This is an optimization exercise on Yosys and OpenROAD, whose aim is small area, not a production implementation.
RTL that was checked went through simulation tests only; none was proved equivalent to the original.
Only the layout flow was run in runs 2 to 7; the RTL was not checked for function there.
No activity file was given, so power comes from the tool's default toggle rates.

===== flow/run.sh =====
#!/bin/bash
# The standard layout (standard.sh), with the make variables listed one per line in
# flow/make_args.txt (smallest port buffer, clock tree settings). The make output goes to
# flow_make.log; each ORFS step writes its own log under orfs/logs/.
set -euo pipefail
mapfile -t ARGS < flow/make_args.txt
bash standard.sh "${ARGS[@]}" finish > flow_make.log 2>&1

===== flow/make_args.txt =====
BUFFER_PORTS_ARGS=-buffer_cell sky130_fd_sc_hd__buf_1
CTS_ARGS=-sink_clustering_enable -repair_clock_nets -dont_use_dummy_load -buf_list sky130_fd_sc_hd__clkbuf_8 -root_buf sky130_fd_sc_hd__clkbuf_8 -sink_clustering_size 16 -sink_clustering_max_diameter 60

===== standard.sh =====
#!/bin/bash
# synth_recipe.tcl (not shown) runs the flow's synth.tcl, then flattens the netlist and writes it again
# the make line also repeats each setting of config.mk as NAME=value (left out here)
make -C /OpenROAD-flow-scripts/flow DESIGN_CONFIG=/design/flow/config.mk WORK_HOME=/design/flow/orfs CLKGATE_MAP_FILE= SYNTH_SCRIPT=/design/flow/synth_recipe.tcl "${@:-finish}"

===== config.mk =====
export PLATFORM = sky130hd
export DESIGN_NAME = sdram_controller
export DESIGN_NICKNAME = sdram_controller
export VERILOG_FILES = /design/flow/design.v
export SDC_FILE = /design/flow/constraint.sdc
export NUM_CORES = 4
export LEC_CHECK = 0
export CAP_MARGIN = 20
export CORE_MARGIN = 2
export CORE_UTILIZATION = 60
export SLEW_MARGIN = 20

===== constraint.sdc =====
create_clock -name core_clock -period 10.0 [get_ports {clk}]
set_input_delay 2.0000 -clock core_clock [delete_from_list [all_inputs] [get_ports {clk}]]
set_output_delay 2.0000 -clock core_clock [all_outputs]
set_load 0.01 [all_outputs]

===== design.v =====
module sdram_controller (
        input   clk,
        input   rst,
        output  sdram_cle,
        output  sdram_cs,
        output  sdram_cas,
        output  sdram_ras,
        output  sdram_we,
        output  sdram_dqm,
        output  [1:0]  sdram_ba,
        output  [15:0] sdram_a,
        input   [31:0] sdram_dqi,
        output  [31:0] sdram_dqo,
        input   [24:0] user_addr,
        input   rw,
        input   [31:0] data_in,
        output  [31:0] data_out,
        output  busy,
        input   in_valid,
        output  out_valid
    );
    localparam [2:0] IDLE  = 3'd0,
                     IDLEW = 3'd1,
                     WINIT = 3'd2,
                     WRITE = 3'd3,
                     REFS  = 3'd4,
                     PAR   = 3'd5,
                     RDRR  = 3'd6,
                     PAW   = 3'd7;
    reg [2:0] st, st_d;
    reg [3:0] ctr, ctr_d;
    reg       init_q;
    reg        ready;
    reg        saved_rw;
    reg [24:0] saved_addr;
    reg [31:0] saved_data;
    reg [12:0] addr_q;
    reg [31:0] dq_q;
    reg [3:0]  row_open;
    reg [11:0] row_addr [0:3];
    reg [9:0]  rlfsr;
    reg        rflag;
    reg [31:0] dt_q;
    reg [24:13] exp_hi;
    wire s_idle  = st == IDLE || st == IDLEW;
    wire s_refs  = st == REFS;
    wire s_pa    = st == PAR || st == PAW;
    wire s_rdrr  = st == RDRR;
    wire [24:0] exp_q = {exp_hi, addr_q};
    wire match   = user_addr == exp_q;
    wire [24:2] exp_next = (w_open ? user_addr[24:2] : exp_q[24:2]) + 23'd1;
    wire w_open  = s_rdrr && ctr == 4'd10;
    wire w_cmp   = s_rdrr && ctr >= 4'd3 && ctr <= 4'd9;
    wire hm      = s_rdrr && ctr >= 4'd2 && ctr <= 4'd9;
    wire ack     = !init_q && (w_open || (w_cmp && match));
    wire d_init  = st == WINIT;
    wire d_pref  = s_refs && ctr == 4'd10;
    wire d_ref   = s_refs && ctr == 4'd6;
    wire d_preb  = s_pa && ctr == 4'd6;
    wire d_act   = s_pa && ctr == 4'd2;
    wire d_read  = s_rdrr && ctr == 4'd14;
    wire d_write = st == IDLEW;
    wire [1:0]  abank  = addr_q[12:11];
    wire [1:0]  sbank  = saved_addr[12:11];
    wire [1:0]  rsel   = s_idle ? sbank : abank;
    wire [11:0] rowsel = row_addr[rsel];
    assign sdram_cle = !init_q;
    assign sdram_cs  = 1'b0;
    assign sdram_dqm = 1'b0;
    assign sdram_ras = !(d_act || d_pref || d_preb || d_ref);
    assign sdram_cas = !(d_read || d_write || d_ref);
    assign sdram_we  = !(d_write || d_pref || d_preb);
    assign sdram_ba  = (d_act || d_read || d_write || d_preb) ? abank : 2'd0;
    assign sdram_a   = d_init ? 16'h0022 :
                       d_act ? {4'd0, rowsel} :
                       (d_read || d_write) ? {3'd0, addr_q[10:0], 2'b00} :
                       d_pref ? 16'h2000 : 16'd0;
    assign sdram_dqo = (d_write && !init_q) ? dq_q : 32'd0;
    assign out_valid = s_rdrr && (ctr == 4'd10 || ctr == 4'd2 || (!init_q && ctr >= 4'd3 && ctr <= 4'd9 && match));
    assign busy      = !ready;
    assign data_out  = dt_q;
    wire        rhit   = rowsel == saved_addr[24:13];
    wire        ctr0   = ctr == 4'd0;
    always @* begin
        st_d  = st;
        ctr_d = ctr - 4'd1;
        case (st)
            IDLE, IDLEW: begin
                st_d = IDLE;
                if (rflag) begin
                    st_d = REFS; ctr_d = 4'd11;
                end else if (!ready) begin
                    if (row_open[sbank]) begin
                        if (!rhit) begin st_d = saved_rw ? PAW : PAR; ctr_d = 4'd7; end
                        else if (saved_rw) st_d = WRITE;
                        else begin st_d = RDRR; ctr_d = 4'd15; end
                    end else begin
                        st_d = saved_rw ? PAW : PAR; ctr_d = 4'd3;
                    end
                end
            end
            WINIT: st_d = IDLE;
            WRITE: st_d = IDLEW;
            REFS:  if (ctr0) st_d = IDLE;
            PAR:   if (ctr0) st_d = RDRR;    
            PAW:   if (ctr0) st_d = WRITE;
            RDRR:  if (ctr0) st_d = IDLE;
        endcase
        if (init_q) st_d = WINIT;
    end
    always @(posedge clk) begin
        st     <= st_d;
        ctr    <= ctr_d;
        init_q <= rst;
        if (rst) ready <= 1'b0;
        else if (init_q || (s_rdrr && ctr >= 4'd12 && ctr <= 4'd14) || (s_idle && !rflag && !ready)) ready <= 1'b1;
        else if (in_valid && !hm) ready <= 1'b0;
        if ((ready && in_valid) || ack) begin
            saved_rw   <= rw;
            saved_addr <= user_addr;
            saved_data <= data_in;
        end
        if (s_idle) begin
            addr_q <= saved_addr[12:0];
            dq_q   <= saved_data;
        end
        if (s_rdrr) dq_q <= sdram_dqi;
        exp_hi <= exp_next[24:13];
        if (s_rdrr && ctr <= 4'd10) begin
            addr_q[12:2] <= exp_next[12:2];
            if (w_open) addr_q[1:0] <= user_addr[1:0];
        end
        if (init_q || (s_idle && rflag)) row_open <= 4'd0;
        else if (s_idle && !ready) row_open[sbank] <= 1'b1;
        if (s_idle && !ready) row_addr[sbank] <= saved_addr[24:13];
        if (init_q) begin
            rlfsr <= 10'b0011111100;
            rflag <= 1'b0;
        end else begin
            rlfsr <= {rlfsr[8:0], rlfsr[9] ^ rlfsr[6] ^ (rlfsr == 10'b1100111111)};
            if (s_idle && rflag) rflag <= 1'b0;
            else if (rlfsr == 10'b1100111111) rflag <= 1'b1;
        end
        dt_q  <= (!rst && !init_q && s_rdrr && ctr >= 4'd4 && ctr <= 4'd11) ? dq_q : 32'd0;
    end
endmodule

==> run notes, run 1 <==
status timing/DRC/antenna clean; HPWL Detailed roughly 16000 um; Worst EP arrival ~4.0 ns; Mapped Area 9930 um2; Top Ports 183; DR pass1 iterations 5; fmax roughly 170 MHz; Post-DRT Antenna Nets 0; Chip Height between 100 and 150 um; width of the die 133 um; H-tree depth 1; Starting Density 0.605; leakage 3.92 nW; max_slew headroom 0.375; EDFF count, synth about 150; CTS tree done; post_cts resized 0; Rows 47; synth top area cells edfxtp_1, dfxtp_1, nand2_1; busiest layer in global routing met2; antenna violations before repair 1; register area share after synthesis 0.592; sum of negative setup slack 0 ns; Routed WL per cell around 18 um; worst skew pair latency 0.53 ns; Final Util 0.674; met2 usage 0.410; Critical Path Fanout Max 7; Hold-fix buffers, CTS 0; DP Area between 10000 and 15000 um2; min Tclk post-route 6.02 ns; Crit-path slowest cell nor4_1; drt drc 0; vias in the first global route about 6600; CTS sink cnt 219; cell accounting for the most synthesized area edfxtp_1; YS warnings 1; hold crit path type reg2reg; Final Cell Area about 11000 um2; Main synth FF type edfxtp_1; final setup violation count 0; synthesized area per cell about 11 um2; slowest stage delay, CP ~0.56 ns; Worst EP required 8.00 ns; CP Cell Sequence buf_1, xor2_1, nor4_1, nand3_1, nor4_1, nand3_1, a21oi_1, buf_1; final WL ~23000 um; Initial DRC Count between 500 and 600; Maximum Capacitance Violations 0; Netlist cell types 63; routability cong. 0.872; grt met3 use 0.0513; Worst Reg-to-Reg Cells 13; RSZ-0062 raised after global routing false; Port Buffers approximately 180; critical path capture point type primary output; maximum vdd drop 0.139 mV; crit path kind in2out; GRT overflow 0; Slew Limit Fails 0; met1 Resource Use GR 0.365; Synth top area share 0.451; fraction of layout cells with a size suffix above 1 0.0534; Clock transition at path regs 0.09 ns; Post-CTS Setup Repair Bufs 0; Final #Nets between 1000 and 1500; gr usage total 0.259; final hold vios 0; area grow syn2layout 11.3%; Clock Skews approximately 0.061 ns; core area 16400 um2; CTS buffer count 18; crit start category primary input; die area approximately 18000 um2; Vias between 7000 and 8000; largest net degree at the start of global routing 40; Power Density about 210 nW/um2; filler instances between 1000 and 1500; first-pass GRT wire length approximately 36000 um; Vias/cell approximately 5.6; worst slew pin tran roughly 0.93 ns; Root Buffer clkbuf_8; Hold Crit Depth 1; synthesized flop and latch total 219; Post-Synthesis Cells 905; crit share post-route 0.602; asr flop ratio synth 0; Max Buffers Root-to-Sink 3
==> Yosys cell counts (all sizes together) (13+ instances only) <==
library cell / n
nand3: 56
xor2: 34
dfxtp: 70
clkbuf: 33
nor2: 34
buf: 18
nor3: 13
o21ai: 52
nor4: 16
a21oi: 32
edfxtp: 149
nand2: 147
and2: 65
mux2i: 25
xnor2: 23
==> state kept, by name, indices dropped and copies added, names as in the netlist <==
| register | flops |
|---|---|
| addr_q | 13 |
| ctr | 4 |
| dq_q | 32 |
| dt_q | 32 |
| exp_hi | 12 |
| init_q | 1 |
| ready | 1 |
| rflag | 1 |
| rlfsr | 10 |
| row_addr | 48 |
| row_open | 4 |
| saved_addr | 25 |
| saved_data | 32 |
| saved_rw | 1 |
| st | 3 |
==> final cells by class <==
cell class | instances | area [um2] | share of cell area
flip-flops and latches | 219 | 5880 | 0.531
multi-input cells | 630 | 3840 | 0.348
repair buffers | 193 | 781 | 0.0706
well taps | 220 | 275 | 0.0249
clock buffers | 18 | 248 | 0.0224
inverters | 8 | 30.0 | 0.00272
diodes | 1 | 2.50 | 0.000226
==> critical path: cells and delay by family <==
family | cells | cell delay, ns
buffers and inverters | 2 | 0.49
XOR/XNOR | 1 | 0.14
AND/OR/NAND/NOR | 4 | 1.23
AO/OA/AOI/OAI | 1 | 0.16
==> final timing paths <==
path | startpoint | endpoint | slack (ns)
worst max register to register | st[0] | exp_hi[22] | 6.09
worst min-delay path | rlfsr[4] | rlfsr[5] | 0.45
worst max-delay path | user_addr[9] | out_valid | 3.98
worst min register to register | rlfsr[4] | rlfsr[5] | 0.45
==> logic make-up (layout without fill, tap and decap cells) <==
group / count (synthesis) / in the layout / share of synthesized area
flops: 219 / 219 / 0.592
xor+xnor: 57 / 57 / 0.0503
other cells: 1 / 5 / 0.000378
buf+inv: 59 / 219 / 0.0252
fa+ha+maj: 5 / 5 / 0.00630
mux: 29 / 29 / 0.0309
simple gates: 409 / 409 / 0.217
compound gates: 126 / 126 / 0.0784
==> through the flow <==
step	hold slack (ns)	total power [mW]	worst slack, ns	instances
global placement	0.424	1.93	4.06	1270
global route	0.478	2.49	3.87	1288
detailed placement	0.432	1.94	4.02	1270
floorplan	0.417	1.73	2.39	908
finish	0.450	2.36	3.98	1289
CTS	0.454	2.37	4.01	1288
==> layout by cell type (no fill, tap or decap), types with 25 or more instances in the layout <==
cell and count:
o21ai_0 46, a21oi_1 32, nor2_1 33, nand2_1 145, and2_1 65, buf_1 178
xor2_1 34, edfxtp_1 149, nand3_1 56, dfxtp_1 70, mux2i_1 25
==> layer usage <==
metal,vias to the layer above,share of wire
li1,3554,-
met1,3392,0.43
met2,276,0.46
met3,44,0.081
met4,0,0.028
met5,-,0
==> power breakdown <==
part           switching (mW)  total [mW]  internal, mW
clock network           0.267       0.429         0.162
registers               0.133        1.26          1.13
logic                   0.429       0.672         0.244
total                   0.829        2.36          1.54
==> run 2: changes to the inputs <==
--- a/design.v
+++ b/design.v
@@ -49,5 +49,4 @@
     wire [24:0] exp_q = {exp_hi, addr_q};
     wire match   = user_addr == exp_q;
-    wire [24:2] exp_next = (w_open ? user_addr[24:2] : exp_q[24:2]) + 23'd1;
     wire w_open  = s_rdrr && ctr == 4'd10;
     wire w_cmp   = s_rdrr && ctr >= 4'd3 && ctr <= 4'd9;
@@ -63,6 +62,6 @@
     wire [1:0]  abank  = addr_q[12:11];
     wire [1:0]  sbank  = saved_addr[12:11];
-    wire [1:0]  rsel   = s_idle ? sbank : abank;
-    wire [11:0] rowsel = row_addr[rsel];
+    wire [11:0] rowsel = row_addr[sbank];
+    wire [11:0] rowact = row_addr[abank];
     assign sdram_cle = !init_q;
     assign sdram_cs  = 1'b0;
@@ -73,5 +72,5 @@
     assign sdram_ba  = (d_act || d_read || d_write || d_preb) ? abank : 2'd0;
     assign sdram_a   = d_init ? 16'h0022 :
-                       d_act ? {4'd0, rowsel} :
+                       d_act ? {4'd0, rowact} :
                        (d_read || d_write) ? {3'd0, addr_q[10:0], 2'b00} :
                        d_pref ? 16'h2000 : 16'd0;
@@ -126,7 +125,6 @@
         end
         if (s_rdrr) dq_q <= sdram_dqi;
-        exp_hi <= exp_next[24:13];
         if (s_rdrr && ctr <= 4'd10) begin
-            addr_q[12:2] <= exp_next[12:2];
+            {exp_hi, addr_q[12:2]} <= (w_open ? user_addr[24:2] : exp_q[24:2]) + 23'd1;
             if (w_open) addr_q[1:0] <= user_addr[1:0];
         end
==> run notes, run 2 <==
max_slew headroom 0.340 (was 0.375); leakage 3.96 nW (was 3.92 nW); worst skew pair latency 0.52 ns (was 0.53 ns); Post-Synthesis Cells 818 (was 905); Vias/cell 5.80 (was 5.64); # diodes 0 (was 1); CTS tree done (unchanged); first-pass GRT wire length 36300 um (was 35500 um); final setup violation count 0 (unchanged); worst slew pin tran 0.988 ns (was 0.934 ns); die area 17900 um2 (was 17600 um2); Slew Limit Fails 0 (unchanged); DP Worst Slack 4.24 ns (was 4.02 ns); drt drc 0 (unchanged); RSZ-0062 raised after global routing false (unchanged); post_cts resized 0 (unchanged); Placed Cells 1186 (was 1270); fraction of layout cells with a size suffix above 1 0.0823 (was 0.0534); Critical Path Fanout Max 7 (unchanged); Vias 6984 (was 7266); Rows 47 (unchanged); Port Buffers 178 (unchanged); status timing/DRC/antenna clean (unchanged); Max Buffers Root-to-Sink 3 (unchanged); post-route setup slack 4.22 ns (was 3.98 ns); crit start category primary input (unchanged); GRT overflow 0 (unchanged); CTS sink cnt 223 (was 219); Main synth FF type edfxtp_1 (unchanged); critical path capture point type primary output (unchanged); register area share after synthesis 0.601 (was 0.592); final hold vios 0 (unchanged); Power Density 232 nW/um2 (was 214 nW/um2); width of the die 134 um (was 133 um); largest net degree at the start of global routing 43 (was 40); commonest cells after routing, fill and taps aside buf_1, edfxtp_1, nand2_1 (unchanged); Root Buffer clkbuf_8 (unchanged); Biggest register row_addr (unchanged); gr usage total 0.261 (was 0.259); H-tree depth 1 (unchanged); synthesized area per cell 12.4 um2 (was 11.0 um2); Post-CTS Setup Repair Bufs 0 (unchanged); core area 16500 um2 (was 16400 um2); synthesized flop and latch total 223 (was 219); sum of negative setup slack 0 ns (unchanged); Worst EP required 8.00 ns (about the same); Starting Density 0.612 (was 0.605); vias in the first global route 6829 (was 6561); maximum vdd drop 0.215 mV (was 0.139 mV); Post-DRT Antenna Nets 0 (unchanged); Clock transition at path regs 0.09 ns (about the same); Largest register FFs 48 (unchanged); Chip Height 134 um (was 133 um); filler instances 1337 (was 1312); YS warnings 1 (unchanged); Top Ports 183 (unchanged); DR pass1 iterations 5 (unchanged); Clock Skews 0.0737 ns (was 0.0605 ns); Mapped Area 10100 um2 (was 9930 um2); cell accounting for the most synthesized area edfxtp_1 (unchanged); most common cell after layout, fill and taps aside buf_1 (unchanged); routability cong. 0.951 (was 0.872); crit share post-route 0.578 (was 0.602); hold crit path type reg2reg (unchanged); antenna violations before repair 0 (was 1); Non-Filler Instances 1204 (was 1289); fmax 173 MHz (was 166 MHz); synth cell count leaders edfxtp_1, nand2_1, and2_1, dfxtp_1, xor2_1 (was edfxtp_1, nand2_1, dfxtp_1, and2_1, nand3_1); HPWL Detailed 16900 um (was 16500 um); area grow syn2layout 10.7% (was 11.3%); Initial DRC Count 558 (was 535); Maximum Capacitance Violations 0 (unchanged); Final #Nets 1084 (was 1168); Hold-fix buffers, CTS 0 (unchanged); Worst EP arrival 3.78 ns (was 4.02 ns); min Tclk post-route 5.78 ns (was 6.02 ns); final WL 23600 um (was 23400 um); Synth top area share 0.478 (was 0.451); synth top area cells edfxtp_1, dfxtp_1, nand2_1 (unchanged); Netlist cell types 71 (was 63); asr flop ratio synth 0 (unchanged); Routed WL per cell 19.6 um (was 18.2 um); EDFF count, synth 161 (was 149); CTS buffer count 18 (unchanged); crit path kind in2out (unchanged); most numerous cell in the Yosys netlist edfxtp_1 (unchanged)
[run 2: cell count changes after synthesis, moves of 12 or more]
cell	delta
nand3_1	-34
xor2_1	+12
o21ai_0	-21
a21oi_1	-23
mux4_2	+20
edfxtp_1	+12
[run 2: logic make-up after synthesis]
family	Yosys count	share of synthesized area
flops	223	0.601
simple gates	341	0.173
buf+inv	55	0.0275
compound gates	81	0.0574
fa+ha+maj	5	0.00619
mux	46	0.0781
other cells	1	0.000371
xor+xnor	66	0.0572
[run 2: layout make-up]
| type | instances | area [um2] | area share |
|---|---|---|---|
| well taps | 220 | 275 | 0.0246 |
| multi-input cells | 543 | 3800 | 0.339 |
| flip-flops and latches | 223 | 6080 | 0.543 |
| clock buffers | 18 | 248 | 0.0221 |
| inverters | 10 | 37.5 | 0.00335 |
| repair buffers | 190 | 758 | 0.0678 |
[run 2: worst max-delay path: stages]
cell	delay, ns
buf_1	0.26
xor2_1	0.12
nor4_1	0.40
nand4_1	0.22
nor4b_1	0.46
o21a_1	0.16
buf_1	0.14
[run 2: routing by layer]
metal | global-route usage | share of wire | vias to the layer above
met5 | 0 | 0 | -
met4 | 0.0822 | 0.029 | 0
met3 | 0.0408 | 0.074 | 59
met2 | 0.422 | 0.48 | 309
met1 | 0.368 | 0.42 | 3375
li1 | - | - | 3241
[run 2: worst paths after layout]
check / from / to / slack (ns) / depth (start not counted)
min: rlfsr[2] / rlfsr[3] / 0.45 / 1
max: user_addr[8] / out_valid / 4.22 / 7
min reg2reg: rlfsr[2] / rlfsr[3] / 0.45 / 1
max reg2reg: ctr[2] / saved_addr[15] / 6.04 / 5
[run 2: where the power goes]
part | switching, mW | internal, mW
registers | 0.208 | 1.23
clock network | 0.269 | 0.162
logic | 0.431 | 0.291
total | 0.908 | 1.69
[run 2: per-stage QoR]
step	area, um2	utilization	hold WS [ns]	power (mW)
5_1_grt	11200	0.677	0.471	2.73
6_report	11200	0.677	0.454	2.59
4_1_cts	11200	0.677	0.458	2.60
3_3_place_gp	10900	0.662	0.423	2.15
2_1_floorplan	10100	-	0.417	1.93
3_5_place_dp	10900	0.662	0.433	2.18
==> run 3: changes to the inputs <==
==> flow/make_args.txt (replaced) <==
BUFFER_PORTS_ARGS=-buffer_cell sky130_fd_sc_hd__buf_1
CTS_ARGS=-sink_clustering_enable -repair_clock_nets -dont_use_dummy_load -buf_list sky130_fd_sc_hd__clkbuf_16 -root_buf sky130_fd_sc_hd__clkbuf_16 -sink_clustering_size 30 -sink_clustering_max_diameter 100
==> run notes, run 3 <==
Clock Skews 0.0446 ns (was 0.0737 ns); Starting Density 0.612 (unchanged); fraction of layout cells with a size suffix above 1 0.0757 (was 0.0823); DR pass1 iterations 5 (unchanged); H-tree depth 1 (unchanged); synthesized flop and latch total 223 (unchanged); status timing/DRC/antenna clean (unchanged); R2R Path End saved_data[28] (was saved_addr[15]); FF-to-FF setup slack 6.15 ns (was 6.04 ns); Post-DRT Antenna Nets 0 (unchanged); Slew Limit Fails 0 (unchanged); # diodes 0 (unchanged); synthesized area per cell 12.4 um2 (unchanged); filler instances 1318 (was 1337); slowest stage delay, CP 0.50 ns (was 0.46 ns); Power Density 234 nW/um2 (was 232 nW/um2); Maximum Capacitance Violations 0 (unchanged); Worst EP arrival 3.86 ns (was 3.78 ns); sequential share of power 0.549 (was 0.555); maximum vdd drop 0.243 mV (was 0.215 mV); Gate power share 0.275 (was 0.278); crit path kind in2out (unchanged); Crit path top cell by count buf_1 (unchanged); drt drc 0 (unchanged); CP Cell Sequence buf_1, xor2_1, nor4_1, nand4_1, nor4b_1, o21a_1, buf_1 (unchanged); Mapped Area 10100 um2 (unchanged); HPWL Detailed 16900 um (unchanged); cell accounting for the most synthesized area edfxtp_1 (unchanged); largest net degree at the start of global routing 43 (unchanged); Clock Power Share 0.176 (was 0.167); register area 6080 um2 (unchanged); synth top area cells edfxtp_1, dfxtp_1, nand2_1 (unchanged); Net Sw Frac 0.344 (was 0.350); gr usage total 0.259 (was 0.261); RSZ-0062 raised after global routing false (unchanged); PnR Total Power 2.63 mW (was 2.59 mW); Net Sw Power 0.904 mW (was 0.908 mW); Multi-input gate area 3800 um2 (unchanged); fmax 171 MHz (was 173 MHz); Netlist cell types 71 (unchanged); Initial DRC Count 578 (was 558); Port Buffers 178 (unchanged); CTS tree done (unchanged); final setup violation count 0 (unchanged); Top Ports 183 (unchanged); commonest cells after routing, fill and taps aside buf_1, edfxtp_1, nand2_1 (unchanged); most common cell after layout, fill and taps aside buf_1 (unchanged); min Tclk post-route 5.86 ns (was 5.78 ns); final hold vios 0 (unchanged); first-pass GRT wire length 36100 um (was 36300 um); critical path's top delay family simple AND/OR/NAND/NOR gates (unchanged); worst slew pin tran 0.996 ns (was 0.988 ns); core area 16500 um2 (unchanged); WP buf/inv 2 (unchanged); critical path capture point type primary output (unchanged); Critical R2R Launch ctr[2] (unchanged); Crit-path slowest cell nor4b_1 (unchanged); Biggest register row_addr (unchanged); max_slew headroom 0.334 (was 0.340); Worst Hold Path EP rlfsr[2] (was rlfsr[3]); Vias/cell 5.83 (was 5.80); final WL 23500 um (was 23600 um); Root Buffer clkbuf_16 (was clkbuf_8); Critical Path Fanout Max 7 (unchanged); cell internal pwr 1.72 mW (was 1.69 mW); YS warnings 1 (unchanged); Hold-fix buffers, CTS 0 (unchanged); synth cell count leaders edfxtp_1, nand2_1, and2_1, dfxtp_1, xor2_1 (unchanged); die area 17900 um2 (unchanged); Hold Crit Depth 1 (unchanged); register area share after synthesis 0.601 (unchanged); Chip Height 134 um (unchanged); Vias 6979 (was 6984); Hold Startpoint rlfsr[1] (was rlfsr[2]); Post-CTS Setup Repair Bufs 0 (unchanged); asr flop ratio synth 0 (unchanged); crit start category primary input (unchanged); sum of negative setup slack 0 ns (unchanged); post_cts resized 0 (unchanged); crit share post-route 0.586 (was 0.578); Worst Reg-to-Reg Cells 5 (unchanged); Final #Nets 1077 (was 1084); Max Buffers Root-to-Sink 3 (unchanged); vias in the first global route 6776 (was 6829); hold crit path type reg2reg (unchanged); worst skew pair latency 0.47 ns (was 0.52 ns); width of the die 134 um (unchanged); leakage 3.97 nW (was 3.96 nW); Rows 47 (unchanged); Final Util 0.679 (was 0.677); Synth top area share 0.478 (unchanged); EDFF count, synth 161 (unchanged); Clock transition at path regs 0.11 ns (was 0.09 ns); GRT overflow 0 (unchanged); Largest register FFs 48 (unchanged); antenna violations before repair 0 (unchanged); Main synth FF type edfxtp_1 (unchanged); CTS buffer count 11 (was 18); CTS sink cnt 223 (unchanged); routability cong. 0.951 (unchanged); Worst EP required 8.00 ns (about the same); area grow syn2layout 10.9% (was 10.7%); Post-Synthesis Cells 818 (unchanged); Routed WL per cell 19.6 um (about the same); most numerous cell in the Yosys netlist edfxtp_1 (unchanged)
==> run 3: cell count changes in the layout (fill, tap and decap cells not counted), sizes merged <==
cell / delta
clkbuf: -7
==> run 3: per-layer routing <==
layer	GRT usage	vias up	part of all wire
li1	-	3231	-
met1	0.367	3412	0.42
met2	0.420	289	0.48
met3	0.0454	47	0.075
met4	0.0721	0	0.022
met5	0	-	0
==> run 3: logic make-up after synthesis <==
kind of cell	count (synthesis)	synth area share
AO/OA/AOI/OAI	81	0.0574
flip-flops	223	0.601
adder cells (fa/ha/maj)	5	0.00619
buffers and inverters	55	0.0275
other	1	0.000371
multiplexers	46	0.0781
AND/OR/NAND/NOR	341	0.173
XOR/XNOR	66	0.0572
==> run 3: how the worst max path moves through the flow <==
stage | cells after the start | start | to | slack, ns
detailed placement | 7 | user_addr[8] | out_valid | 4.24
CTS | 7 | user_addr[8] | out_valid | 4.22
finish | 7 | user_addr[8] | out_valid | 4.14
global placement | 7 | user_addr[6] | out_valid | 4.30
floorplan | 6 | user_addr[12] | out_valid | 4.89
global route | 7 | user_addr[8] | out_valid | 4.07
==> run 3: worst reg2reg max path: cells and delay by family, from the launching register on <==
family / cells / cell delay (ns)
compound gates: 1 / 0.30
simple gates: 3 / 2.12
flops: 1 / 0.51
buf+inv: 1 / 0.56
==> run 3: power groups by stage <==
stage | Sequential [mW] | Combinational (mW) | Clock (mW)
4_1_cts | 1.44 | 0.721 | 0.473
3_5_place_dp | 1.46 | 0.717 | 0
5_1_grt | 1.47 | 0.795 | 0.502
3_3_place_gp | 1.45 | 0.702 | 0
2_1_floorplan | 1.34 | 0.583 | 0
6_report | 1.44 | 0.722 | 0.463
==> run 3: cell type report <==
class | count | area share
repair buffers | 190 | 0.0676
inverters | 10 | 0.00335
clock buffers | 11 | 0.0245
well taps | 220 | 0.0245
multi-input cells | 543 | 0.338
flip-flops and latches | 223 | 0.542
==> run 3: metrics by stage <==
stage                     setup slack (ns)  instance area, um2  hold WS, ns  cells
after floorplan                       4.89               10100        0.417    821
after global placement                4.30               10900        0.423   1186
after detailed placement              4.24               10900        0.433   1186
after CTS                             4.22               11200        0.455   1197
after global routing                  4.07               11200        0.474   1197
final                                 4.14               11200        0.453   1197
==> run 4: changes to the inputs <==
--- a/design.v
+++ b/design.v
@@ -35,17 +35,16 @@
     reg [24:0] saved_addr;
     reg [31:0] saved_data;
-    reg [12:0] addr_q;
-    reg [31:0] dq_q;
+    reg [12:0] addr_q;       
+    reg [31:0] data_q;
     reg [3:0]  row_open;
     reg [11:0] row_addr [0:3];
     reg [9:0]  rlfsr;
     reg        rflag;
-    reg [31:0] dt_q;
-    reg [24:13] exp_hi;
+    reg [31:0] dqi_q, dt_q;
+    reg [24:0] exp_q;
     wire s_idle  = st == IDLE || st == IDLEW;
     wire s_refs  = st == REFS;
     wire s_pa    = st == PAR || st == PAW;
     wire s_rdrr  = st == RDRR;
-    wire [24:0] exp_q = {exp_hi, addr_q};
     wire match   = user_addr == exp_q;
     wire w_open  = s_rdrr && ctr == 4'd10;
@@ -75,5 +74,5 @@
                        (d_read || d_write) ? {3'd0, addr_q[10:0], 2'b00} :
                        d_pref ? 16'h2000 : 16'd0;
-    assign sdram_dqo = (d_write && !init_q) ? dq_q : 32'd0;
+    assign sdram_dqo = (d_write && !init_q) ? data_q : 32'd0;
     assign out_valid = s_rdrr && (ctr == 4'd10 || ctr == 4'd2 || (!init_q && ctr >= 4'd3 && ctr <= 4'd9 && match));
     assign busy      = !ready;
@@ -122,10 +121,5 @@
         if (s_idle) begin
             addr_q <= saved_addr[12:0];
-            dq_q   <= saved_data;
-        end
-        if (s_rdrr) dq_q <= sdram_dqi;
-        if (s_rdrr && ctr <= 4'd10) begin
-            {exp_hi, addr_q[12:2]} <= (w_open ? user_addr[24:2] : exp_q[24:2]) + 23'd1;
-            if (w_open) addr_q[1:0] <= user_addr[1:0];
+            data_q <= saved_data;
         end
         if (init_q || (s_idle && rflag)) row_open <= 4'd0;
@@ -140,5 +134,8 @@
             else if (rlfsr == 10'b1100111111) rflag <= 1'b1;
         end
-        dt_q  <= (!rst && !init_q && s_rdrr && ctr >= 4'd4 && ctr <= 4'd11) ? dq_q : 32'd0;
+        dqi_q <= sdram_dqi;
+        dt_q  <= (!rst && !init_q && s_rdrr && ctr >= 4'd4 && ctr <= 4'd11) ? dqi_q : 32'd0;
+        exp_q[24:2] <= (w_open ? user_addr[24:2] : exp_q[24:2]) + 23'd1;
+        if (w_open) exp_q[1:0] <= user_addr[1:0];
     end
 endmodule
==> flow/make_args.txt (replaced) <==
BUFFER_PORTS_ARGS=-buffer_cell sky130_fd_sc_hd__buf_1
CTS_ARGS=-sink_clustering_enable -repair_clock_nets -dont_use_dummy_load -buf_list sky130_fd_sc_hd__clkbuf_4 -root_buf sky130_fd_sc_hd__clkbuf_4
--- a/config.mk
+++ b/config.mk
@@ -8,4 +8,4 @@
 export CAP_MARGIN = 20
 export CORE_MARGIN = 2
-export CORE_UTILIZATION = 60
+export CORE_UTILIZATION = 40
 export SLEW_MARGIN = 20
==> run notes, run 4 <==
Post-DRT Antenna Nets 0 (unchanged); H-tree depth 3 (was 1); sequential share of power 0.560 (was 0.549); asr flop ratio synth 0 (unchanged); Critical R2R Launch ctr[1] (was ctr[2]); gr usage total 0.173 (was 0.259); leakage 4.15 nW (was 3.97 nW); WP buf/inv 2 (unchanged); CP Cell Sequence buf_1, xor2_1, nor4_1, nand4_1, nor4_1, a41o_1, buf_1 (was buf_1, xor2_1, nor4_1, nand4_1, nor4b_1, o21a_1, buf_1); Vias/cell 5.07 (was 5.83); width of the die 164 um (was 134 um); PnR Total Power 2.62 mW (was 2.63 mW); Post-Synthesis Cells 695 (was 818); Power Density 222 nW/um2 (was 234 nW/um2); Final #Nets 1030 (was 1077); Top Ports 183 (unchanged); Largest register FFs 48 (unchanged); max_slew headroom 0.399 (was 0.334); slowest stage delay, CP 0.53 ns (was 0.50 ns); area grow syn2layout 15.3% (was 10.9%); final WL 22900 um (was 23500 um); Worst Hold Path EP dt_q[9] (was rlfsr[2]); Netlist cell types 64 (was 71); Starting Density 0.407 (was 0.612); synthesized area per cell 14.7 um2 (was 12.4 um2); DR pass1 iterations 5 (unchanged); first-pass GRT wire length 35100 um (was 36100 um); cell accounting for the most synthesized area edfxtp_1 (unchanged); EDFF count, synth 153 (was 161); YS warnings 1 (unchanged); Rows 58 (was 47); Net Sw Frac 0.287 (was 0.344); Worst EP arrival 3.85 ns (was 3.86 ns); Multi-input gate area 3180 um2 (was 3800 um2); crit path kind in2out (unchanged); final setup violation count 0 (unchanged); Worst EP required 8.00 ns (about the same); Final Util 0.469 (was 0.679); CTS sink cnt 268 (was 223); Slew Limit Fails 0 (unchanged); Chip Height 164 um (was 134 um); Clock Skews 0.0833 ns (was 0.0446 ns); critical path's top delay family simple AND/OR/NAND/NOR gates (unchanged); vias in the first global route 6367 (was 6776); Post-CTS Setup Repair Bufs 0 (unchanged); largest net degree at the start of global routing 43 (unchanged); WP depth 7 (unchanged); Net Sw Power 0.754 mW (was 0.904 mW); worst skew pair latency 0.68 ns (was 0.47 ns); Clock Power Share 0.270 (was 0.176); post-route setup slack 4.15 ns (was 4.14 ns); hold crit path type reg2reg (unchanged); Worst Reg-to-Reg Cells 14 (was 5); maximum vdd drop 0.0859 mV (was 0.243 mV); status timing/DRC/antenna clean (unchanged); drt drc 0 (unchanged); crit share post-route 0.585 (was 0.586); register area share after synthesis 0.673 (was 0.601); routability cong. 0.823 (was 0.951); Main synth FF type edfxtp_1 (unchanged); filler instances 2323 (was 1318); CTS buffer count 74 (was 11); Critical Path Fanout Max 6 (was 7); WL met2 11000 um (was 11400 um); Hold Startpoint dqi_q[9] (was rlfsr[1]); most numerous cell in the Yosys netlist edfxtp_1 (unchanged); Clock transition at path regs 0.06 ns (was 0.11 ns); HPWL Detailed 15900 um (was 16900 um); DP Worst Slack 4.07 ns (was 4.24 ns); Synth top area share 0.448 (was 0.478); most common cell after layout, fill and taps aside buf_1 (unchanged); FF-to-FF setup slack 5.46 ns (was 6.15 ns); CTS tree done (unchanged); Biggest register row_addr (unchanged); Non-Filler Instances 1261 (was 1197); Placed Cells 1186 (unchanged); cell internal pwr 1.87 mW (was 1.72 mW); Root Buffer clkbuf_4 (was clkbuf_16); fmax 171 MHz (about the same); synthesized flop and latch total 268 (was 223); register area 6900 um2 (was 6080 um2); R2R Path End exp_q[24] (was saved_data[28]); Hold-fix buffers, CTS 0 (unchanged); critical path capture point type primary output (unchanged); Gate power share 0.170 (was 0.275); crit start category primary input (unchanged); antenna violations before repair 1 (was 0); met3 WL 1690 um (was 1760 um); core area 25200 um2 (was 16500 um2); GRT overflow 0 (unchanged); Max Buffers Root-to-Sink 3 (unchanged); Mapped Area 10200 um2 (was 10100 um2); Routed WL per cell 18.2 um (was 19.6 um); worst slew pin tran 0.902 ns (was 0.996 ns); sum of negative setup slack 0 ns (unchanged); RSZ-0062 raised after global routing false (unchanged); final hold vios 0 (unchanged); synth top area cells edfxtp_1, dfxtp_1, mux4_2 (was edfxtp_1, dfxtp_1, nand2_1); Vias 6395 (was 6979); min Tclk post-route 5.85 ns (was 5.86 ns); Initial DRC Count 370 (was 578); met1 WL 9760 um (was 9870 um); Maximum Capacitance Violations 0 (unchanged); Hold Crit Depth 1 (unchanged); synth cell count leaders edfxtp_1, dfxtp_1, and2_1, xnor2_1, xor2_1 (was edfxtp_1, nand2_1, and2_1, dfxtp_1, xor2_1); post_cts resized 0 (unchanged); Port Buffers 178 (unchanged); die area 26900 um2 (was 17900 um2); fraction of layout cells with a size suffix above 1 0.138 (was 0.0757); commonest cells after routing, fill and taps aside buf_1, edfxtp_1, dfxtp_1 (was buf_1, edfxtp_1, nand2_1); top layer in use met4 (unchanged); Crit-path slowest cell nor4_1 (was nor4b_1)
run 4: cell count changes in the layout (fill, tap and decap cells not counted), sizes merged, moves of 8 or more:
cell and change:
nand2 -126, xor2 -15, xnor2 +18, o21ai -21
edfxtp -8, dfxtp +53, clkbuf +63
run 4: kinds of logic (layout without fill, tap and decap cells):
kind of cell               count (synthesis)  after routing  synth area share
adders and majority gates                  5              5           0.00610
DFF                                      268            268             0.673
muxes                                     50             50            0.0822
buffers and inverters                     40            272            0.0201
and+or+nand+nor                          203            203             0.115
AOI/OAI and AO/OA                         59             59            0.0435
xor gates and xnor gates                  69             69            0.0604
other                                      1              5          0.000366
run 4: worst reg2reg max path: stages, from the launching register on:
cell and delay [ns]:
dfxtp_1 0.45, ha_1 0.34, and4b_1 0.40, nand2_2 0.27
inv_1 0.60, buf_4 0.38, nand2_1 0.11, nand2_1 0.09
ha_1 0.23, and4_1 0.29, nand4_1 0.15, a22oi_2 0.41
o21ai_1 0.26, nor3_1 0.35, xnor2_1 0.11
run 4: worst max path at each step:
stage / start / endpoint / slack [ns]
after detailed placement: user_addr[16] / out_valid / 4.07
final: user_addr[16] / out_valid / 4.15
after global routing: user_addr[10] / out_valid / 3.92
after floorplan: user_addr[24] / out_valid / 4.79
after global placement: user_addr[24] / out_valid / 4.12
after CTS: user_addr[16] / out_valid / 4.06
run 4: stage by stage:
step / hold slack [ns] / instance area (um2)
floorplan: 0.400 / 10300
global placement: 0.400 / 11300
detailed placement: 0.406 / 11300
CTS: 0.370 / 11800
global route: 0.375 / 11800
finish: 0.366 / 11800
run 4: power by group through the flow:
stage,combinational (mW),sequential [mW],clock [mW]
2_1_floorplan,0.364,1.42,0
3_3_place_gp,0.446,1.49,0
3_5_place_dp,0.449,1.49,0
4_1_cts,0.453,1.47,0.747
5_1_grt,0.496,1.49,0.800
6_report,0.446,1.47,0.709
run 4: cell type report:
| class | instances | share of cell area |
|---|---|---|
| sequential | 268 | 0.583 |
| multi-input combinational | 390 | 0.269 |
| timing repair buffer | 186 | 0.0616 |
| clock buffer | 74 | 0.0470 |
| tap | 330 | 0.0349 |
| inverter | 12 | 0.00381 |
| antenna | 1 | 0.000212 |
run 4: metal layers:
metal	GRT usage	vias up
met5	0	-
met4	0.0746	0
met3	0.0475	42
met2	0.275	253
met1	0.224	3077
li1	-	3023
==> run 5: changes to the inputs <==
--- a/design.v
+++ b/design.v
@@ -25,7 +25,6 @@
                      WRITE = 3'd3,
                      REFS  = 3'd4,
-                     PAR   = 3'd5,
-                     RDRR  = 3'd6,
-                     PAW   = 3'd7;
+                     PA    = 3'd5,
+                     RDRR  = 3'd6;
     reg [2:0] st, st_d;
     reg [3:0] ctr, ctr_d;
@@ -35,5 +34,6 @@
     reg [24:0] saved_addr;
     reg [31:0] saved_data;
-    reg [12:0] addr_q;       
+    reg        rw_op;
+    reg [24:0] addr_q;
     reg [31:0] data_q;
     reg [3:0]  row_open;
@@ -45,5 +45,5 @@
     wire s_idle  = st == IDLE || st == IDLEW;
     wire s_refs  = st == REFS;
-    wire s_pa    = st == PAR || st == PAW;
+    wire s_pa    = st == PA;
     wire s_rdrr  = st == RDRR;
     wire match   = user_addr == exp_q;
@@ -60,7 +60,4 @@
     wire d_write = st == IDLEW;
     wire [1:0]  abank  = addr_q[12:11];
-    wire [1:0]  sbank  = saved_addr[12:11];
-    wire [11:0] rowsel = row_addr[sbank];
-    wire [11:0] rowact = row_addr[abank];
     assign sdram_cle = !init_q;
     assign sdram_cs  = 1'b0;
@@ -71,5 +68,5 @@
     assign sdram_ba  = (d_act || d_read || d_write || d_preb) ? abank : 2'd0;
     assign sdram_a   = d_init ? 16'h0022 :
-                       d_act ? {4'd0, rowact} :
+                       d_act ? {4'd0, addr_q[24:13]} :
                        (d_read || d_write) ? {3'd0, addr_q[10:0], 2'b00} :
                        d_pref ? 16'h2000 : 16'd0;
@@ -78,5 +75,6 @@
     assign busy      = !ready;
     assign data_out  = dt_q;
-    wire        rhit   = rowsel == saved_addr[24:13];
+    wire [1:0]  sbank  = saved_addr[12:11];
+    wire        rhit   = row_addr[sbank] == saved_addr[24:13];
     wire        ctr0   = ctr == 4'd0;
     always @* begin
@@ -90,9 +88,9 @@
                 end else if (!ready) begin
                     if (row_open[sbank]) begin
-                        if (!rhit) begin st_d = saved_rw ? PAW : PAR; ctr_d = 4'd7; end
+                        if (!rhit) begin st_d = PA; ctr_d = 4'd7; end
                         else if (saved_rw) st_d = WRITE;
                         else begin st_d = RDRR; ctr_d = 4'd15; end
                     end else begin
-                        st_d = saved_rw ? PAW : PAR; ctr_d = 4'd3;
+                        st_d = PA; ctr_d = 4'd3;
                     end
                 end
@@ -101,7 +99,7 @@
             WRITE: st_d = IDLEW;
             REFS:  if (ctr0) st_d = IDLE;
-            PAR:   if (ctr0) st_d = RDRR;    
-            PAW:   if (ctr0) st_d = WRITE;
+            PA:    if (ctr0) st_d = rw_op ? WRITE : RDRR;    
             RDRR:  if (ctr0) st_d = IDLE;
+            default: st_d = IDLE;
         endcase
         if (init_q) st_d = WINIT;
@@ -120,10 +118,12 @@
         end
         if (s_idle) begin
-            addr_q <= saved_addr[12:0];
+            rw_op  <= saved_rw;
+            addr_q <= saved_addr;
             data_q <= saved_data;
         end
-        if (init_q || (s_idle && rflag)) row_open <= 4'd0;
-        else if (s_idle && !ready) row_open[sbank] <= 1'b1;
-        if (s_idle && !ready) row_addr[sbank] <= saved_addr[24:13];
+        if (init_q || (s_refs && ctr == 4'd11)) row_open <= 4'd0;
+        else if (s_pa && ctr == 4'd3) row_open[abank] <= 1'b1;
+        else if (s_pa && ctr == 4'd7) row_open[abank] <= 1'b0;
+        if (s_pa && ctr == 4'd3) row_addr[abank] <= addr_q[24:13];
         if (init_q) begin
             rlfsr <= 10'b0011111100;
==> flow/run.sh (replaced) <==
#!/bin/bash
# Standard layout, but with the smallest buffer on every port (buffer_ports -buffer_cell).
set -euo pipefail
bash standard.sh "BUFFER_PORTS_ARGS=-buffer_cell sky130_fd_sc_hd__buf_1" finish > flow_make.log 2>&1
removed: flow/make_args.txt
==> run notes, run 5 <==
synthesized flop and latch total 279 (was 268); sum of negative setup slack 0 ns (unchanged); Worst Reg-to-Reg Cells 9 (was 14); Hold-fix buffers, CTS 0 (unchanged); routability cong. 0.846 (was 0.823); Clock transition at path regs 0.06 ns (about the same); DR pass1 iterations 5 (unchanged); Worst EP required 8.00 ns (about the same); GRT overflow 0 (unchanged); most numerous cell in the Yosys netlist edfxtp_1 (unchanged); Top Ports 183 (unchanged); asr flop ratio synth 0 (unchanged); Crit-path slowest cell nor4_1 (unchanged); Clock Skews 0.0254 ns (was 0.0833 ns); H-tree depth 1 (was 3); largest net degree at the start of global routing 59 (was 43); final setup violation count 0 (unchanged); Final Util 0.488 (was 0.469); YS warnings 1 (unchanged); Synth top area share 0.480 (was 0.448); Vias/cell 4.89 (was 5.07); Hold Crit Depth 1 (unchanged); post_cts resized 0 (unchanged); WP buf/inv 2 (unchanged); register area share after synthesis 0.698 (was 0.673); core area 25300 um2 (was 25200 um2); Netlist cell types 58 (was 64); Net Sw Power 0.692 mW (was 0.754 mW); max_slew headroom 0.354 (was 0.399); HPWL Detailed 15000 um (was 15900 um); cell accounting for the most synthesized area edfxtp_1 (unchanged); antenna violations before repair 0 (was 1); Post-CTS Setup Repair Bufs 0 (unchanged); fmax 173 MHz (was 171 MHz); PnR Total Power 2.76 mW (was 2.62 mW); sequential share of power 0.525 (was 0.560); most common cell after layout, fill and taps aside buf_1 (unchanged); Net Sw Frac 0.251 (was 0.287); Chip Height 165 um (was 164 um); Biggest register row_addr (unchanged); vias in the first global route 5867 (was 6367); Vias 6138 (was 6395); final hold vios 0 (unchanged); final WL 21800 um (was 22900 um); Initial DRC Count 345 (was 370); Worst EP arrival 3.76 ns (was 3.85 ns); Clock Power Share 0.370 (was 0.270); CTS tree done (unchanged); synth top area cells edfxtp_1, dfxtp_1, and2_1 (was edfxtp_1, dfxtp_1, mux4_2); cell internal pwr 2.07 mW (was 1.87 mW); Routed WL per cell 17.4 um (was 18.2 um); Port Buffers 178 (unchanged); RSZ-0062 raised after global routing false (unchanged); filler instances 2246 (was 2323); Multi-input gate area 3020 um2 (was 3180 um2); crit share post-route 0.576 (was 0.585); slowest stage delay, CP 0.41 ns (was 0.53 ns); die area 27300 um2 (was 26900 um2); Power Density 223 nW/um2 (was 222 nW/um2); leakage 4.25 nW (was 4.15 nW); register area 7250 um2 (was 6900 um2); commonest cells after routing, fill and taps aside buf_1, edfxtp_1, dfxtp_1 (unchanged); Max Buffers Root-to-Sink 3 (unchanged); # diodes 0 (was 1); critical path capture point type primary output (unchanged); synth cell count leaders edfxtp_1, dfxtp_1, and2_1, xor2_1, xnor2_1 (was edfxtp_1, dfxtp_1, and2_1, xnor2_1, xor2_1); Root Buffer clkbuf_16 (was clkbuf_4); Post-Synthesis Cells 707 (was 695); synthesized area per cell 14.7 um2 (about the same); Post-DRT Antenna Nets 0 (unchanged); status timing/DRC/antenna clean (unchanged); crit path kind in2out (unchanged); gr usage total 0.156 (was 0.173); width of the die 165 um (was 164 um); hold crit path type reg2reg (unchanged); Critical Path Fanout Max 7 (was 6); Slew Limit Fails 0 (unchanged); maximum vdd drop 0.127 mV (was 0.0859 mV); Main synth FF type edfxtp_1 (unchanged); worst slew pin tran 0.960 ns (was 0.902 ns); CTS buffer count 29 (was 74); critical path's top delay family simple AND/OR/NAND/NOR gates (unchanged); CP Cell Sequence buf_1, xor2_1, nor4_1, nand4_1, nor4_1, o21bai_1, buf_1 (was buf_1, xor2_1, nor4_1, nand4_1, nor4_1, a41o_1, buf_1); Mapped Area 10400 um2 (was 10200 um2); EDFF count, synth 166 (was 153); drt drc 0 (unchanged); CTS sink cnt 279 (was 268); Maximum Capacitance Violations 0 (unchanged); Rows 58 (unchanged); Starting Density 0.410 (was 0.407); Largest register FFs 48 (unchanged); fraction of layout cells with a size suffix above 1 0.0877 (was 0.138); first-pass GRT wire length 32700 um (was 35100 um); WP depth 7 (unchanged); worst skew pair latency 0.54 ns (was 0.68 ns); Gate power share 0.106 (was 0.170); crit start category primary input (unchanged); Final #Nets 999 (was 1030); area grow syn2layout 19.0% (was 15.3%); min Tclk post-route 5.76 ns (was 5.85 ns)
run 5: changes by cell type in the layout (fill, tap and decap cells not counted), moves of 6 or more:
cell       before  now
mux4_2         19    2
nor3_1         10    4
clkbuf_1        0    8
clkbuf_16       0   30
xor2_1         31   46
edfxtp_1      153  166
clkbuf_4       74    0
clkinv_2        0    7
nand4_1         7   17
run 5: power groups by stage:
stage	sequential (mW)	clock (mW)	combinational, mW
final	1.45	1.02	0.292
after global routing	1.46	1.10	0.325
after CTS	1.45	1.05	0.294
after detailed placement	1.47	0	0.292
after global placement	1.47	0	0.290
after floorplan	1.42	0	0.230
run 5: kinds of logic after synthesis:
kind of cell               Yosys count  synth area share
xor gates and xnor gates            77            0.0649
adders and majority gates            5           0.00602
DFF                                279             0.698
other                                1          0.000361
AOI/OAI and AO/OA                   46            0.0311
muxes                               41            0.0600
and+or+nand+nor                    223             0.124
buffers and inverters               35            0.0160
run 5: path summary, 6_finish.rpt:
check,startpoint,endpoint,slack [ns]
max,user_addr[8],out_valid,4.24
min,dqi_q[20],dt_q[20],0.41
max reg2reg,st[2],exp_q[20],6.34
min reg2reg,dqi_q[20],dt_q[20],0.41
run 5: layer usage:
metal  vias to the layer above  track usage  share of wire
li1                       2964            -              -
met1                      2933        0.218           0.45
met2                       205        0.244           0.45
met3                        36       0.0320          0.066
met4                         0       0.0522          0.026
met5                         -            0              0
run 5: cell type report:
type                    instances  share of cell area
flip-flops and latches        279               0.586
multi-input cells             396               0.244
well taps                     330              0.0334
inverters                       8             0.00243
clock inverters                11             0.00658
repair buffers                187              0.0595
clock buffers                  43              0.0673
run 5: through the flow:
step,instance area (um2),setup WS (ns),cells,hold slack (ns)
after floorplan,10400,5.01,710,0.400
after global placement,11400,4.23,1200,0.401
after detailed placement,11400,4.23,1200,0.405
after CTS,12400,4.22,1254,0.392
after global routing,12400,4.08,1254,0.406
final,12400,4.24,1254,0.408
==> run 6: changes to the inputs <==
==> flow/run.sh (replaced) <==
#!/bin/bash
set -euo pipefail
bash standard.sh "BUFFER_PORTS_ARGS=-buffer_cell sky130_fd_sc_hd__buf_1" "CTS_ARGS=-sink_clustering_enable -repair_clock_nets -dont_use_dummy_load" finish > flow_make.log 2>&1
==> run notes, run 6 <==
Post-CTS Setup Repair Bufs 0 (unchanged); drt drc 0 (unchanged); status timing/DRC/antenna clean (unchanged); Crit-path slowest cell nor4_1 (unchanged); commonest cells after routing, fill and taps aside buf_1, edfxtp_1, dfxtp_1 (unchanged); synth cell count leaders edfxtp_1, dfxtp_1, and2_1, xor2_1, xnor2_1 (unchanged); Netlist cell types 58 (unchanged); Max Buffers Root-to-Sink 3 (unchanged); first-pass GRT wire length 32600 um (was 32700 um); die area 27300 um2 (unchanged); final WL 21800 um (about the same); worst skew pair latency 0.54 ns (about the same); Clock Skews 0.0391 ns (was 0.0254 ns); busiest layer in global routing met2 (unchanged); Final Util 0.480 (was 0.488); Routed WL per cell 17.8 um (was 17.4 um); area grow syn2layout 17.2% (was 19.0%); met1 Resource Use GR 0.218 (about the same); synth top area cells edfxtp_1, dfxtp_1, and2_1 (unchanged); Rows 58 (unchanged); sum of negative setup slack 0 ns (unchanged); fraction of layout cells with a size suffix above 1 0.0734 (was 0.0877); register area share after synthesis 0.698 (unchanged); Clock transition at path regs 0.06 ns (about the same); Post-Synthesis Cells 707 (unchanged); EDFF count, synth 166 (unchanged); synthesized area per cell 14.7 um2 (unchanged); width of the die 165 um (unchanged); largest net degree at the start of global routing 59 (unchanged); Final Cell Area 12200 um2 (was 12400 um2); synthesized flop and latch total 279 (unchanged); max_slew headroom 0.369 (was 0.354); most numerous cell in the Yosys netlist edfxtp_1 (unchanged); Worst EP required 8.00 ns (about the same); hold crit path type reg2reg (unchanged); Vias/cell 4.94 (was 4.89); DR pass1 iterations 6 (was 5); gr usage total 0.156 (about the same); fmax 173 MHz (about the same); grt met3 use 0.0320 (unchanged); Critical Path Fanout Max 7 (unchanged); # diodes 0 (unchanged); Worst Hold Margin 0.391 ns (was 0.408 ns); Maximum Capacitance Violations 0 (unchanged); H-tree depth 1 (unchanged); antenna violations before repair 0 (unchanged); Final #Nets 999 (unchanged); Synth top area share 0.480 (unchanged); YS warnings 1 (unchanged); final setup violation count 0 (unchanged); register area 7250 um2 (unchanged); post_cts resized 0 (unchanged); CP Cell Sequence buf_1, xor2_1, nor4_1, nand4_1, nor4_1, o21bai_1, buf_1 (unchanged); CTS tree done (unchanged); Biggest register row_addr (unchanged); Power Density 216 nW/um2 (was 223 nW/um2); Multi-input gate area 3020 um2 (unchanged); CTS buffer count 29 (unchanged); crit start category primary input (unchanged); Initial DRC Count 414 (was 345); crit path kind in2out (unchanged); Top Ports 183 (unchanged); PnR Total Power 2.63 mW (was 2.76 mW); Port Buffers 178 (unchanged); core area 25300 um2 (unchanged); Main synth FF type edfxtp_1 (unchanged); leakage 4.15 nW (was 4.25 nW); crit share post-route 0.578 (was 0.576); slowest stage delay, CP 0.42 ns (was 0.41 ns); Root Buffer clkbuf_16 (unchanged); GRT overflow 0 (unchanged); asr flop ratio synth 0 (unchanged); Worst EP arrival 3.78 ns (was 3.76 ns); RSZ-0062 raised after global routing false (unchanged); min Tclk post-route 5.78 ns (was 5.76 ns); maximum vdd drop 0.127 mV (about the same); worst slew pin tran 0.938 ns (was 0.960 ns); vias in the first global route 5827 (was 5867); CTS sink cnt 279 (unchanged); filler instances 2247 (was 2246); Hold-fix buffers, CTS 0 (unchanged); WP buf/inv 2 (unchanged); Starting Density 0.410 (unchanged); Mapped Area 10400 um2 (unchanged); cell accounting for the most synthesized area edfxtp_1 (unchanged); DP Area 11400 um2 (unchanged); critical path capture point type primary output (unchanged); routability cong. 0.846 (unchanged); met2 usage 0.245 (was 0.244); critical path's top delay family simple AND/OR/NAND/NOR gates (unchanged); Chip Height 165 um (unchanged); Vias 6067 (was 6138); Slew Limit Fails 0 (unchanged); Largest register FFs 48 (unchanged); final hold vios 0 (unchanged); Post-DRT Antenna Nets 0 (unchanged); HPWL Detailed 15000 um (unchanged); most common cell after layout, fill and taps aside buf_1 (unchanged); FF-to-FF setup slack 6.30 ns (was 6.34 ns)
run 6: path summary, 6_finish.rpt:
path                                     from   endpoint  cells past startpoint
worst max-delay path            user_addr[12]  out_valid                      7
worst min-delay path                dqi_q[20]   dt_q[20]                      1
worst max register to register          st[2]  exp_q[20]                      9
worst min register to register      dqi_q[20]   dt_q[20]                      1
run 6: logic make-up (layout without fill, tap and decap cells):
kind of cell / after synthesis / after routing / share of synthesized area
buf+inv: 35 / 224 / 0.0160
compound gates: 46 / 46 / 0.0311
fa+ha+maj: 5 / 5 / 0.00602
other cells: 1 / 4 / 0.000361
simple gates: 223 / 223 / 0.124
xor+xnor: 77 / 77 / 0.0649
mux: 41 / 41 / 0.0600
flops: 279 / 279 / 0.698
run 6: metal layers:
layer	vias to the layer above	share of wire
met5	-	0
met4	0	0.023
met3	30	0.064
met2	201	0.46
met1	2893	0.46
li1	2943	-
run 6: area by class of cell:
cell class | instances | share of cell area
repair buffers | 187 | 0.0605
well taps | 330 | 0.0339
multi-input cells | 396 | 0.248
inverters | 8 | 0.00247
flip-flops and latches | 279 | 0.596
clock buffers | 29 | 0.0596
run 6: through the flow:
| stage | instances | setup slack, ns |
|---|---|---|
| finish | 1229 | 4.22 |
| global route | 1229 | 4.08 |
| CTS | 1229 | 4.22 |
| detailed placement | 1200 | 4.23 |
| global placement | 1200 | 4.23 |
| floorplan | 710 | 5.01 |
run 6: report_power, final:
| part | switching (mW) | total, mW | internal (mW) |
|---|---|---|---|
| Combinational | 0.156 | 0.292 | 0.136 |
| Clock | 0.382 | 0.887 | 0.504 |
| Sequential | 0.115 | 1.45 | 1.33 |
| Total | 0.654 | 2.63 | 1.97 |
run 6: worst reg2reg max path: stages, from the launching register on:
cell and delay (ns):
dfxtp_1 0.68, nand3b_1 0.34, nor3_4 0.23, buf_4 0.48
mux2_2 0.29, ha_1 0.27, o21a_1 0.60, or3b_1 0.43
xor2_1 0.14, mux2i_1 0.08
==> run 7: changes to the inputs <==
==> flow/run.sh (replaced) <==
#!/bin/bash
set -euo pipefail
bash standard.sh "BUFFER_PORTS_ARGS=-buffer_cell sky130_fd_sc_hd__buf_1" "CTS_ARGS=-sink_clustering_enable -repair_clock_nets -dont_use_dummy_load -buf_list sky130_fd_sc_hd__clkbuf_8 -root_buf sky130_fd_sc_hd__clkbuf_8 -sink_clustering_size 30" finish > flow_make.log 2>&1
==> run notes, run 7 <==
post_cts resized 0 (unchanged); DR pass1 iterations 5 (was 6); cell internal pwr 1.87 mW (was 1.97 mW); Rows 58 (unchanged); area grow syn2layout 16.1% (was 17.2%); crit share post-route 0.575 (was 0.578); Clock transition at path regs 0.05 ns (was 0.06 ns); worst slew pin tran 1.01 ns (was 0.938 ns); Root Buffer clkbuf_8 (was clkbuf_16); Vias 6150 (was 6067); drt drc 0 (unchanged); Worst EP required 8.00 ns (about the same); GRT overflow 0 (unchanged); maximum vdd drop 0.125 mV (was 0.127 mV); antenna violations before repair 0 (unchanged); Worst EP arrival 3.75 ns (was 3.78 ns); sequential share of power 0.576 (was 0.552); Power Density 209 nW/um2 (was 216 nW/um2); Net Sw Frac 0.258 (was 0.249); Clock Power Share 0.308 (was 0.337); slowest stage delay, CP 0.41 ns (was 0.42 ns); final hold vios 0 (unchanged); Largest register FFs 48 (unchanged); status timing/DRC/antenna clean (unchanged); Starting Density 0.410 (unchanged); most numerous cell in the Yosys netlist edfxtp_1 (unchanged); CTS sink cnt 279 (unchanged); synthesized flop and latch total 279 (unchanged); vias in the first global route 5944 (was 5827); fmax 174 MHz (was 173 MHz); commonest cells after routing, fill and taps aside buf_1, edfxtp_1, dfxtp_1 (unchanged); Slew Limit Fails 0 (unchanged); synth top area cells edfxtp_1, dfxtp_1, and2_1 (unchanged); max_slew headroom 0.323 (was 0.369); width of the die 165 um (unchanged); Routed WL per cell 17.7 um (was 17.8 um); Crit-path slowest cell nor4_1 (unchanged); Post-DRT Antenna Nets 0 (unchanged); core area 25300 um2 (unchanged); YS warnings 1 (unchanged); leakage 4.12 nW (was 4.15 nW); CTS tree done (unchanged); final WL 22000 um (was 21800 um); Chip Height 165 um (unchanged); Post-CTS Setup Repair Bufs 0 (unchanged); Max Buffers Root-to-Sink 3 (unchanged); asr flop ratio synth 0 (unchanged); EDFF count, synth 166 (unchanged); filler instances 2275 (was 2247); Biggest register row_addr (unchanged); Vias/cell 4.94 (about the same); largest net degree at the start of global routing 59 (unchanged); gr usage total 0.159 (was 0.156); DP Area 11400 um2 (unchanged); WP buf/inv 2 (unchanged); crit path kind in2out (unchanged); Critical Path Fanout Max 7 (unchanged); busiest layer in global routing met2 (unchanged); CTS buffer count 45 (was 29); worst skew pair latency 0.53 ns (was 0.54 ns); met1 Resource Use GR 0.218 (about the same); cell accounting for the most synthesized area edfxtp_1 (unchanged); Mapped Area 10400 um2 (unchanged); sum of negative setup slack 0 ns (unchanged); Initial DRC Count 370 (was 414); synth cell count leaders edfxtp_1, dfxtp_1, and2_1, xor2_1, xnor2_1 (unchanged); crit start category primary input (unchanged); met2 usage 0.247 (was 0.245); first-pass GRT wire length 32900 um (was 32600 um); die area 27300 um2 (unchanged); Clock Skews 0.0301 ns (was 0.0391 ns); synthesized area per cell 14.7 um2 (unchanged); Hold-fix buffers, CTS 0 (unchanged); final setup violation count 0 (unchanged); critical path capture point type primary output (unchanged); Port Buffers 178 (unchanged); Final Cell Area 12100 um2 (was 12200 um2); Net Sw Power 0.651 mW (was 0.654 mW); Main synth FF type edfxtp_1 (unchanged); Final #Nets 1015 (was 999); CP Cell Sequence buf_1, xor2_1, nor4_1, nand4_1, nor4_1, o21bai_1, buf_1 (unchanged); Gate power share 0.116 (was 0.111); # diodes 0 (unchanged); RSZ-0062 raised after global routing false (unchanged); HPWL Detailed 15000 um (unchanged); Netlist cell types 58 (unchanged); routability cong. 0.846 (unchanged); grt met3 use 0.0412 (was 0.0320); Maximum Capacitance Violations 0 (unchanged); Post-Synthesis Cells 707 (unchanged); most common cell after layout, fill and taps aside buf_1 (unchanged); register area share after synthesis 0.698 (unchanged); critical path's top delay family simple AND/OR/NAND/NOR gates (unchanged); Top Ports 183 (unchanged); min Tclk post-route 5.75 ns (was 5.78 ns); Synth top area share 0.480 (unchanged); hold crit path type reg2reg (unchanged); fraction of layout cells with a size suffix above 1 0.0896 (was 0.0734); H-tree depth 2 (was 1)
## run 7: final cells by class
class / count / area, um2 / area share
Inverter: 8 / 30.0 / 0.00249
Timing Repair Buffer: 187 / 736 / 0.0610
Tap cell: 330 / 413 / 0.0342
Sequential cell: 279 / 7250 / 0.601
Multi-Input combinational cell: 396 / 3020 / 0.250
Clock buffer: 45 / 619 / 0.0513
## run 7: power groups by stage
stage               Sequential [mW]  Combinational, mW  Clock [mW]
floorplan                      1.42              0.230           0
global placement               1.47              0.290           0
detailed placement             1.47              0.292           0
CTS                            1.45              0.295       0.803
global route                   1.46              0.325       0.856
finish                         1.45              0.292       0.776
## run 7: path summary, 6_finish.rpt
kind,startpoint,end,slack (ns),cells after the start
max,user_addr[12],out_valid,4.25,7
min,dqi_q[20],dt_q[20],0.40,1
max reg2reg,st[2],exp_q[20],6.35,9
min reg2reg,dqi_q[20],dt_q[20],0.40,1
## run 7: cells by family after synthesis
kind of cell,Yosys count,synth area share
flip-flops,279,0.698
AND/OR/NAND/NOR,223,0.124
XOR/XNOR,77,0.0649
AO/OA/AOI/OAI,46,0.0311
multiplexers,41,0.0600
buffers and inverters,35,0.0160
adder cells (fa/ha/maj),5,0.00602
other,1,0.000361
## run 7: worst register-to-register path, delay by kind of cell (launching register included)
| family | cells | cell delay [ns] |
|---|---|---|
| XOR/XNOR | 1 | 0.14 |
| adder cells (fa/ha/maj) | 1 | 0.27 |
| flip-flops | 1 | 0.67 |
| buffers and inverters | 1 | 0.48 |
| AND/OR/NAND/NOR | 3 | 1.00 |
| multiplexers | 2 | 0.37 |
| AO/OA/AOI/OAI | 1 | 0.60 |
## run 7: per-layer routing
layer	vias to the layer above	wire length, um
met2	216	10200
met1	2945	9890
li1	2961	-
met3	28	1520
met4	0	408
met5	-	0
## run 7: stage by stage
step,std cells,hold slack [ns],utilization,setup WS [ns],power [mW]
floorplan,710,0.400,-,5.01,1.65
global placement,1200,0.401,0.452,4.23,1.76
detailed placement,1200,0.405,0.452,4.23,1.76
CTS,1245,0.398,0.476,4.22,2.54
global route,1245,0.402,0.476,4.08,2.65
finish,1245,0.403,0.476,4.25,2.52

-- afterwards: timing with drivers on the ports --
The flow's constraints put no driver on any port. The routed layouts listed below were extracted and timed again, unchanged, in two steps.
Step 1 sets driving cells, clkbuf_16 on the clock port and buf_2 on the other inputs (assumed; they add their load-dependent delay and slew).
Step 2, shift: input delay + t, output delay - t, t = (earliest + latest rising clock arrival at the registers) / 2. This alone moves slack from input paths to output paths.
Three values: ideal, step 1, step 2; two values: the first two.
| run | t, ns | slack for setup (ns) | worst setup path after step 2 | worst slew at a driven data input, ns |
|---|---|---|---|---|
| run 1 | 0.539 | 3.981 / 3.959 / 3.959 | input to output | 0.06 |
| run 2 | 0.519 | 4.218 / 4.182 / 4.182 | input to output | 0.08 |
| run 3 | 0.490 | 4.137 / 4.113 / 4.113 | input to output | 0.08 |
| run 4 | 0.678 | 4.152 / 4.124 / 4.124 | input to output | 0.06 |
| run 5 | 0.576 | 4.235 / 4.213 / 4.213 | input to output | 0.06 |
| run 6 | 0.568 | 4.223 / 4.197 / 4.197 | input to output | 0.06 |
| run 7 | 0.558 | 4.248 / 4.223 / 4.223 | input to output | 0.06 |
After both steps every run listed still meets setup and hold. For run 2, which loses most, drivers alone change the setup slack by -0.036 ns; drivers and shift together by -0.036 ns.
